Context: an optimization exercise on an open-source flow, tuned for small area. The choices shown serve that exercise and are no tape-out recipe.
Function was checked by simulation only, so behaviour that the tests miss may differ from the original.

## pe_unit
module pe_unit (
    input   logic           clk,
    input   logic           rst,
    input   logic           valid_i,
    input   logic [3:0]     ctrl_i,
    input   logic           mode_i,
    input   poly_arith_pkg::coeff_t         op_a0_i,
    input   poly_arith_pkg::coeff_t         op_a1_i,
    input   poly_arith_pkg::coeff_t         op_a2_i,
    input   poly_arith_pkg::coeff_t         op_a3_i,
    input   poly_arith_pkg::coeff_t         op_b0_i,
    input   poly_arith_pkg::coeff_t         op_b1_i,
    input   poly_arith_pkg::coeff_t         op_b2_i,
    input   poly_arith_pkg::coeff_t         op_b3_i,
    output  poly_arith_pkg::coeff_t         z0_o,
    output  poly_arith_pkg::coeff_t         z1_o,
    output  poly_arith_pkg::coeff_t         z2_o,
    output  poly_arith_pkg::coeff_t         z3_o,
    output  logic           valid_o
);
For scale: ~150 I/O pins, roughly 50000 um2 of cells after synthesis.
clock: 9.5 ns
lec_check: 0
cap_margin: 20
core_margin: 2
core_utilization: 60
cts_buf_list: sky130_fd_sc_hd__clkbuf_4
place_density: 0.75
slew_margin: 20
standard.sh (not shown) runs the stock make flow with config.mk's settings and CLKGATE_MAP_FILE= SYNTH_SCRIPT=/design/flow/synth_recipe.tcl, a recipe that flattens the netlist after the stock synthesis.
==> flow/flow/run.sh <==
#!/bin/bash
set -euo pipefail
R=orfs/results/${FLOW_PLATFORM}/pe_unit/base
bash standard.sh synth > synth.log 2>&1
cp "$R/1_2_yosys.v" "$R/1_2_yosys.orig.v"
python3 flow/fixinv.py "$R/1_2_yosys.orig.v" "$R/1_2_yosys.v" > fixinv.log 2>&1
rm -f "$R/1_synth.odb" "$R/1_synth.sdc"
bash standard.sh finish "BUFFER_PORTS_ARGS=-buffer_cell sky130_fd_sc_hd__buf_1" \
  "CTS_ARGS=-sink_clustering_enable -repair_clock_nets -buf_list {sky130_fd_sc_hd__clkbuf_4} -dont_use_dummy_load" \
  > finish.log 2>&1
Other scripts of this flow, unchanged in this note and not shown: flow/flow/fixinv.py
Next try:
--- a/flow/design.v
+++ b/flow/design.v
@@ -132,37 +132,26 @@
     logic [12:0] e0, e1, e2;
     assign e0 = {1'b0, x1};
     assign e1 = {y1, 1'b0};
     assign e2 = {1'b0, p_i[11:0]};
     assign x_o = e0 ^ e1 ^ e2;
     assign y_o = (e0 & e1) | (e0 & e2) | (e1 & e2);
 endmodule
 module mm_red_b (
     input  logic [12:0] x_i,
     input  logic [12:0] y_i,
     output logic [11:0] r_o
 );
-    logic [13:0] s, ya;
-    logic [14:0] cs;
-    assign ya = {y_i, 1'b0};
-    assign cs[0] = 1'b0;
-    for (genvar i = 0; i < 14; i++) begin : g_s
-        if (i < 13) begin : g_x
-            assign s[i] = x_i[i] ^ ya[i] ^ cs[i];
-            assign cs[i+1] = (x_i[i] & ya[i]) | (cs[i] & (x_i[i] ^ ya[i]));
-        end else begin : g_top
-            assign s[i] = ya[i] ^ cs[i];
-            assign cs[i+1] = ya[i] & cs[i];
-        end
-    end
+    logic [13:0] s;
+    assign s = 14'(x_i) + {y_i, 1'b0};
     logic [12:0] k0, k1, f0, f1;
     always_comb begin
         case (s[13:12])
             2'd0: begin k0 = 13'd0; k1 = 13'd4863; end
             2'd1: begin k0 = 13'd767; k1 = 13'd5630; end
             2'd2: begin k0 = 13'd1534; k1 = 13'd6397; end
             default: begin k0 = 13'd2301; k1 = 13'd7164; end
         endcase
     end
     logic [13:0] c0, c1;
     logic [12:0] sl;
     assign sl = {1'b0, s[11:0]};
@@ -535,51 +524,39 @@
   wire mul12_t211 = mul12_t172 ^ mul12_t173 ^ mul12_t137;
   wire mul12_t212 = (mul12_t172 & mul12_t173) | (mul12_t172 & mul12_t137) | (mul12_t173 & mul12_t137);
   wire mul12_t213 = mul12_t174 ^ mul12_t175 ^ mul12_t141;
   wire mul12_t214 = (mul12_t174 & mul12_t175) | (mul12_t174 & mul12_t141) | (mul12_t175 & mul12_t141);
   wire mul12_t215 = mul12_t176 ^ mul12_t177 ^ pp[140];
   wire mul12_t216 = (mul12_t176 & mul12_t177) | (mul12_t176 & pp[140]) | (mul12_t177 & pp[140]);
   wire mul12_t217 = mul12_t178 ^ mul12_t179 ^ pp[141];
   wire mul12_t218 = (mul12_t178 & mul12_t179) | (mul12_t178 & pp[141]) | (mul12_t179 & pp[141]);
   wire mul12_t219 = mul12_t180 ^ pp[131] ^ pp[142];
   wire mul12_t220 = (mul12_t180 & pp[131]) | (mul12_t180 & pp[142]) | (pp[131] & pp[142]);
   wire [23:0] ra = {1'b0, mul12_t220, mul12_t218, mul12_t216, mul12_t214, mul12_t212, mul12_t210, mul12_t208, mul12_t206, mul12_t204, mul12_t202, mul12_t200, mul12_t198, mul12_t196, mul12_t194, mul12_t192, mul12_t190, mul12_t188, mul12_t186, mul12_t184, mul12_t182, mul12_t181, pp[1], pp[0]};
   wire [23:0] rb = {1'b0, pp[143], mul12_t219, mul12_t217, mul12_t215, mul12_t213, mul12_t211, mul12_t209, mul12_t207, mul12_t205, mul12_t203, mul12_t201, mul12_t199, mul12_t197, mul12_t195, mul12_t193, mul12_t191, mul12_t189, mul12_t187, mul12_t185, mul12_t183, pp[24], pp[12], 1'b0};
-  wire [12:0] lc; assign lc[0] = 1'b0;
-  wire [11:0] lo;
+  wire [6:0] lc; assign lc[0] = 1'b0;
+  wire [5:0] lo;
   assign lo[0] = ra[0] ^ rb[0] ^ lc[0];
   assign lc[1] = (ra[0] & rb[0]) | (lc[0] & (ra[0] ^ rb[0]));
   assign lo[1] = ra[1] ^ rb[1] ^ lc[1];
   assign lc[2] = (ra[1] & rb[1]) | (lc[1] & (ra[1] ^ rb[1]));
   assign lo[2] = ra[2] ^ rb[2] ^ lc[2];
   assign lc[3] = (ra[2] & rb[2]) | (lc[2] & (ra[2] ^ rb[2]));
   assign lo[3] = ra[3] ^ rb[3] ^ lc[3];
   assign lc[4] = (ra[3] & rb[3]) | (lc[3] & (ra[3] ^ rb[3]));
   assign lo[4] = ra[4] ^ rb[4] ^ lc[4];
   assign lc[5] = (ra[4] & rb[4]) | (lc[4] & (ra[4] ^ rb[4]));
   assign lo[5] = ra[5] ^ rb[5] ^ lc[5];
   assign lc[6] = (ra[5] & rb[5]) | (lc[5] & (ra[5] ^ rb[5]));
-  assign lo[6] = ra[6] ^ rb[6] ^ lc[6];
-  assign lc[7] = (ra[6] & rb[6]) | (lc[6] & (ra[6] ^ rb[6]));
-  assign lo[7] = ra[7] ^ rb[7] ^ lc[7];
-  assign lc[8] = (ra[7] & rb[7]) | (lc[7] & (ra[7] ^ rb[7]));
-  assign lo[8] = ra[8] ^ rb[8] ^ lc[8];
-  assign lc[9] = (ra[8] & rb[8]) | (lc[8] & (ra[8] ^ rb[8]));
-  assign lo[9] = ra[9] ^ rb[9] ^ lc[9];
-  assign lc[10] = (ra[9] & rb[9]) | (lc[9] & (ra[9] ^ rb[9]));
-  assign lo[10] = ra[10] ^ rb[10] ^ lc[10];
-  assign lc[11] = (ra[10] & rb[10]) | (lc[10] & (ra[10] ^ rb[10]));
-  assign lo[11] = ra[11] ^ rb[11] ^ lc[11];
-  assign lc[12] = (ra[11] & rb[11]) | (lc[11] & (ra[11] ^ rb[11]));
-  wire [11:0] hi = ra[23:12] + rb[23:12] + lc[12];
+  wire [17:0] hi = ra[23:6] + rb[23:6] + lc[6];
   assign p = {hi, lo};
 endmodule
 module pe_unit (
     input   logic           clk,
     input   logic           rst,
     input   logic           valid_i,
     input   logic [3:0]     ctrl_i,
     input   logic           mode_i,
     input   poly_arith_pkg::coeff_t         op_a0_i,
     input   poly_arith_pkg::coeff_t         op_a1_i,
     input   poly_arith_pkg::coeff_t         op_a2_i,
     input   poly_arith_pkg::coeff_t         op_a3_i,
After rerunning:
- via count increases by 6.4%
- register-to-register slack improves by 0.71 ns
- global-route usage barely changes
- core utilization fell by 2.7 points
- final cell count grows by 5.6%

re-timing with driven ports:
In the flow no input, the clock included, has a driving cell. The finished layouts below were timed again as built, in two steps. Step 1: set_driving_cell puts a clkbuf_16 on clk and a buf_2 on each other input, an assumption about the parent block. Step 2 also shifts input and output timing later by t, the mid clock arrival at the registers, as if the neighbouring blocks saw the same clock. Slacks: ideal ports / drivers / drivers and shift; pairs: ideal ports / drivers.
run | shift t [ns] | slack for setup (ns) | clock arrival spread, ns | worst register clock-pin slew, ns | cell pins on the clock port's net
the first run | 1.087 | 0.060 / 0.060 / -0.455 | 0.134 / 0.134 | 0.07 / 0.07 | 1
the second run | 1.103 | 0.769 / 0.769 / -0.150 | 0.155 / 0.155 | 0.07 / 0.07 | 1
With both steps, setup timing fails in the first run and the second run, where it was met with ideal ports. The setup slack of the second run, which loses most, moves by 0.000 ns with the drivers and by -0.919 ns with both steps.
